What follows belongs to an exercise in optimizing a design on an open flow for small area, a short achievable clock period and few clock cycles; a production flow would make more cautious choices. Power figures rest on the tool's default switching activity, not on a simulated workload.

v6:
## cpu
module cpu(clk, reset, s, load, in, out, N, V, Z, w);
    input clk, reset, s, load;
    input [15:0] in;
    output [15:0] out;
    output N, V, Z, w;
    reg w, rep;
    reg [15:0] ir;
    wire w_nx, rep_nx, start;
    FSM_controller ctl(.reset(reset), .s(s), .load(load), .rep(rep),
                       .w_nx(w_nx), .rep_nx(rep_nx), .start(start));
    always @(posedge clk) begin
        w <= w_nx;
        rep <= rep_nx;
        if (load) ir <= in;
    end
    wire [15:0] ins;
    wire [2:0] rn, rm;
    wire [1:0] sh;
    insmux #(16) mi(.rep(rep), .in(in), .ir(ir), .q(ins));
    insmux #(3) mn(.rep(rep), .in(in[10:8]), .ir(ir[10:8]), .q(rn));
    insmux #(3) mm(.rep(rep), .in(in[2:0]), .ir(ir[2:0]), .q(rm));
    insmux #(2) ms(.rep(rep), .in(in[4:3]), .ir(ir[4:3]), .q(sh));
    wire wr1, cmp1, ci1, aen, movi, inv;
    wire [3:0] wc1, gsel1;
    wire [2:0] rd1;
    instruction_decoder dec(.ins(ins), .start(start), .wr(wr1), .cmp(cmp1),
                            .ci(ci1), .aen(aen), .movi(movi), .inv(inv),
                            .rd(rd1));
    genvar k;
    generate
        for (k = 0; k < 4; k = k + 1) begin : cs
            ctl2 c(.opc(ins[15:11]), .start(start), .wc(wc1[k]), .gsel(gsel1[k]));
        end
    endgenerate
    reg [15:0] r0, r1, r2, r3, r4, r5, r6, r7;
    wire [15:0] n0, n1, n2, n3, n4, n5, n6, n7;
    reg wr2;
    reg [2:0] rd2;
    wire [15:0] res;
    regfile rf(.we(wr2), .wa(rd2), .wd(res),
               .r0(r0), .r1(r1), .r2(r2), .r3(r3), .r4(r4), .r5(r5), .r6(r6), .r7(r7),
               .n0(n0), .n1(n1), .n2(n2), .n3(n3), .n4(n4), .n5(n5), .n6(n6), .n7(n7));
    always @(posedge clk) begin
        r0 <= n0; r1 <= n1; r2 <= n2; r3 <= n3;
        r4 <= n4; r5 <= n5; r6 <= n6; r7 <= n7;
    end
    wire [15:0] a, braw, b;
    readport pa(.sel(rn), .d0(n0), .d1(n1), .d2(n2), .d3(n3), .d4(n4), .d5(n5), .d6(n6), .d7(n7), .q(a));
    readport pb(.sel(rm), .d0(n0), .d1(n1), .d2(n2), .d3(n3), .d4(n4), .d5(n5), .d6(n6), .d7(n7), .q(braw));
    shifter shf(.in(braw), .shift(sh), .sout(b));
    wire [15:0] g1, t1;
    wire x15_1, x7_1;
    datapath dp(.a(a), .b(b), .imm(ins[7:0]), .aen(aen), .movi(movi), .inv(inv),
                .g(g1), .t(t1), .x15(x15_1), .x7(x7_1));
    reg [15:0] g2, t2, creg;
    reg ci2, cmp2, x15_2, x7_2;
    reg [3:0] wc2, gsel2;
  ...
Size: ~40 I/O pins.
==> module ALU, before the edit <==
module ALU(g, t, x15, x7, ci, gsel, wc, cmp, creg, freg, res, out, f);
    input [15:0] g, t, creg;
    input x15, x7;    
    input ci, cmp;
    input [3:0] gsel, wc;    
    input [2:0] freg;
    output [15:0] res, out;
    output [2:0] f;
    localparam [15:0] CINV = 16'b0000_0000_1111_0010;
    wire [15:0] c;
    carries cy(.g(g), .t(t), .ci(ci), .c(c));
    wire [15:0] x = t & ~g;
    wire [15:0] gs = {{4{gsel[3]}}, {4{gsel[2]}}, {4{gsel[1]}}, {4{gsel[0]}}};
    wire [15:0] ws = {{4{wc[3]}}, {4{wc[2]}}, {4{wc[1]}}, {4{wc[0]}}};
    wire [15:0] r0 = (gs & g) | (~gs & x);
    wire [15:0] r1 = (gs & g) | (~gs & ~x);
    csel16 sres(.c(c), .d0((r0 & ~CINV) | (r1 & CINV)), .d1((r1 & ~CINV) | (r0 & CINV)), .y(res));
    wire [15:0] o0 = (ws & r0) | (~ws & creg);
    wire [15:0] o1 = (ws & r1) | (~ws & creg);
    csel16 sout(.c(c), .d0((o0 & ~CINV) | (o1 & CINV)), .d1((o1 & ~CINV) | (o0 & CINV)), .y(out));
    wire z = cmp ? &x : freg[2];
    wire n0 = cmp ? x15 : freg[1];
    wire n1 = cmp ? ~x15 : freg[1];
    wire v00 = cmp ? (x15 ^ x7) : freg[0];
    wire v11 = cmp ? ~(x15 ^ x7) : freg[0];
    wire n, v;
    csel1 sn(.c(c[15]), .d0(n0), .d1(n1), .y(n));
    csel4 sv(.c1(c[15]), .c0(c[7]), .d00(v11), .d01(v00), .d10(v00), .d11(v11), .y(v));
    assign f = {z, n, v};
endmodule
==> module csel4, before the edit <==
module csel4(c1, c0, d00, d01, d10, d11, y);
    input c1, c0, d00, d01, d10, d11;
    output y;
    reg y;
    always @(*)
        case ({c1, c0})
            2'b00: y = d00;
            2'b01: y = d01;
            2'b10: y = d10;
            default: y = d11;
        endcase
endmodule
==> module carries, before the edit <==
module carries(g, t, ci, c);
    input [15:0] g, t;
    input ci;
    output [15:0] c;
    wire [16:0] g0 = {g, ci};
    wire [16:0] t0 = {t, 1'b0};
    wire [16:0] g1, t1, g2, t2, g3, t3, g4, t4;    
    genvar i;
    generate
        for (i = 0; i < 17; i = i + 1) begin : l1
            if (i >= 1) begin : nd
                pfx_n u(.gh(g0[i]), .th(t0[i]), .gl(g0[i-1]), .tl(t0[i-1]), .ng(g1[i]), .nt(t1[i]));
            end else begin : pass
                assign g1[i] = ~g0[i];
                assign t1[i] = ~t0[i];
            end
        end
        for (i = 0; i < 17; i = i + 1) begin : l2
            if (i >= 2) begin : nd
                pfx_p u(.ngh(g1[i]), .nth(t1[i]), .ngl(g1[i-2]), .ntl(t1[i-2]), .g(g2[i]), .t(t2[i]));
            end else begin : pass
                assign g2[i] = ~g1[i];
                assign t2[i] = ~t1[i];
            end
        end
        for (i = 0; i < 17; i = i + 1) begin : l3
            if (i >= 4) begin : nd
                pfx_n u(.gh(g2[i]), .th(t2[i]), .gl(g2[i-4]), .tl(t2[i-4]), .ng(g3[i]), .nt(t3[i]));
            end else begin : pass
                assign g3[i] = ~g2[i];
                assign t3[i] = ~t2[i];
            end
        end
        for (i = 0; i < 17; i = i + 1) begin : l4
            if (i >= 8) begin : nd
                pfx_p u(.ngh(g3[i]), .nth(t3[i]), .ngl(g3[i-8]), .ntl(t3[i-8]), .g(g4[i]), .t(t4[i]));
            end else begin : pass
                assign g4[i] = ~g3[i];
                assign t4[i] = ~t3[i];
            end
        end
    endgenerate
    assign c = {g4[15:8], g3[7:4], g2[3:2], g1[1], g0[0]};
endmodule
Settings: LEC_CHECK=0, CAP_MARGIN=20, CORE_MARGIN=2, CORE_UTILIZATION=40, CTS_CLUSTER_DIAMETER=120, CTS_CLUSTER_SIZE=25, SETUP_SLACK_MARGIN=2.0, SLEW_MARGIN=20, SYNTH_HIERARCHICAL=1, SYNTH_MINIMUM_KEEP_SIZE=0; clock period 5.5 ns.
standard.sh (not shown) runs the stock make flow with config.mk's settings and CLKGATE_MAP_FILE= SYNTH_SCRIPT=/design/flow/synth_recipe.tcl, a recipe that flattens the netlist after the stock synthesis.
==> flow/flow/run.sh <==
#!/bin/bash
# Standard synthesis, then the standard layout with port buffers of a
# stronger cell and sizing not held to each cell's footprint.
set -euo pipefail
bash standard.sh synth > synth.log 2>&1
bash standard.sh MATCH_CELL_FOOTPRINT=0 'BUFFER_PORTS_ARGS=-buffer_cell sky130_fd_sc_hd__buf_4' finish > layout.log 2>&1
What v7 does differently from v6 at the input level:
-- flow/design.v --
<<< v6, line 14
    output [15:0] res, out;
    output [2:0] f;
    localparam [15:0] CINV = 16'b0000_0000_1111_0010;
    wire [15:0] c;
    carries cy(.g(g), .t(t), .ci(ci), .c(c));
>>> v7, line 14
    output [15:0] res, out;
    output [2:0] f;
    wire [15:0] c;
    carries cy(.g(g), .t(t), .ci(ci), .c(c));
<<< v6, line 22
    wire [15:0] r0 = (gs & g) | (~gs & x);
    wire [15:0] r1 = (gs & g) | (~gs & ~x);
    csel16 sres(.c(c), .d0((r0 & ~CINV) | (r1 & CINV)), .d1((r1 & ~CINV) | (r0 & CINV)), .y(res));
    wire [15:0] o0 = (ws & r0) | (~ws & creg);
    wire [15:0] o1 = (ws & r1) | (~ws & creg);
    csel16 sout(.c(c), .d0((o0 & ~CINV) | (o1 & CINV)), .d1((o1 & ~CINV) | (o0 & CINV)), .y(out));
    wire z = cmp ? &x : freg[2];
    wire n0 = cmp ? x15 : freg[1];
>>> v7, line 21
    wire [15:0] r0 = (gs & g) | (~gs & x);
    wire [15:0] r1 = (gs & g) | (~gs & ~x);
    csel16 sres(.c(c), .d0(r0), .d1(r1), .y(res));
    wire [15:0] o0 = (ws & r0) | (~ws & creg);
    wire [15:0] o1 = (ws & r1) | (~ws & creg);
    csel16 sout(.c(c), .d0(o0), .d1(o1), .y(out));
    wire z = cmp ? &x : freg[2];
    wire n0 = cmp ? x15 : freg[1];
<<< v6, line 31
    wire v00 = cmp ? (x15 ^ x7) : freg[0];
    wire v11 = cmp ? ~(x15 ^ x7) : freg[0];
    wire n, v;
    csel1 sn(.c(c[15]), .d0(n0), .d1(n1), .y(n));
    csel4 sv(.c1(c[15]), .c0(c[7]), .d00(v11), .d01(v00), .d10(v00), .d11(v11), .y(v));
    assign f = {z, n, v};
endmodule
>>> v7, line 30
    wire v00 = cmp ? (x15 ^ x7) : freg[0];
    wire v11 = cmp ? ~(x15 ^ x7) : freg[0];
    wire v0, v1, n, v;
    csel1 s0(.c(c[7]), .d0(v00), .d1(v11), .y(v0));    
    csel1 s1(.c(c[7]), .d0(v11), .d1(v00), .y(v1));    
    csel1 sn(.c(c[15]), .d0(n0), .d1(n1), .y(n));
    csel1 sv(.c(c[15]), .d0(v0), .d1(v1), .y(v));
    assign f = {z, n, v};
endmodule
<<< v6, line 45
    output y;
    assign y = (c & d1) | (~c & d0);
endmodule
module csel4(c1, c0, d00, d01, d10, d11, y);
    input c1, c0, d00, d01, d10, d11;
    output y;
    reg y;
    always @(*)
        case ({c1, c0})
            2'b00: y = d00;
            2'b01: y = d01;
            2'b10: y = d10;
            default: y = d11;
        endcase
endmodule
module pfx_n(gh, th, gl, tl, ng, nt);
>>> v7, line 46
    output y;
    assign y = (c & d1) | (~c & d0);
endmodule
module pfx_n(gh, th, gl, tl, ng, nt);
<<< v6, line 112
        end
    endgenerate
    assign c = {g4[15:8], g3[7:4], g2[3:2], g1[1], g0[0]};
endmodule
module shifter (in, shift, sout);
>>> v7, line 101
        end
    endgenerate
    assign c = g4[15:0];
endmodule
module shifter (in, shift, sout);
Notes after the runs:
- Critical path data arrival time (higher): v7
- | critical path depth | v7 vs v6 | 10 higher |
- Going from v6 to v7, global-route usage flat, part of the total power dissipated in the clock network rose 0.3 points, die outline area essentially unchanged, overall power consumption moved down.
- In the tables for v6 and v7, met2 layer wire length in the routed design reads lower with v6.
- Placed cell count for v7 is lower than for v6.
- Fmax | v7 vs v6 | v7 slower
- v7 against v6; cell count after synthesis is down by a few percent.
- [v7] overall routed net length rose 220 um relative to v6
- [compare] base=v6 new=v7: setup slack went down by 0.037 ns, clock network area share was more or less identical.
- The worst setup path category comes out reg -> reg in one run and reg -> out in the other, namely in v7 and v6 respectively.
- Fill cell instance count of the final layout | v7 below v6
Function was not checked in any run of this note: the RTL went through the layout flow alone.

static timing again, ports no longer ideal:
The flow's constraints put no driver on any port. The routed layouts listed below were extracted and timed again, unchanged, in two steps.
Step 1: set_driving_cell puts a clkbuf_16 on clk and a buf_2 on each other input, an assumption about the parent block.
Step 2 moves the port delays by t, midway between the first and last clock arrival at a register: inputs arrive t later, outputs are due t later. That takes back most of the time a late clock gives input paths.
Three values: ideal ports, drivers, drivers and shift; two values: the first two.
| run | shift t [ns] | setup slack, ns | worst setup path after step 2 | slew at the worst register clock pin (ns) |
|---|---|---|---|---|
| v6 | 0.520 | 2.142 / 2.094 / 1.658 | input to register | 0.11 / 0.11 |
| v7 | 0.526 | 2.105 / 2.059 / 1.740 | input to register | 0.11 / 0.11 |
After both steps setup and hold are still met in every run listed. The setup slack of v6, which loses most, moves by -0.048 ns with the drivers and by -0.484 ns with both steps.
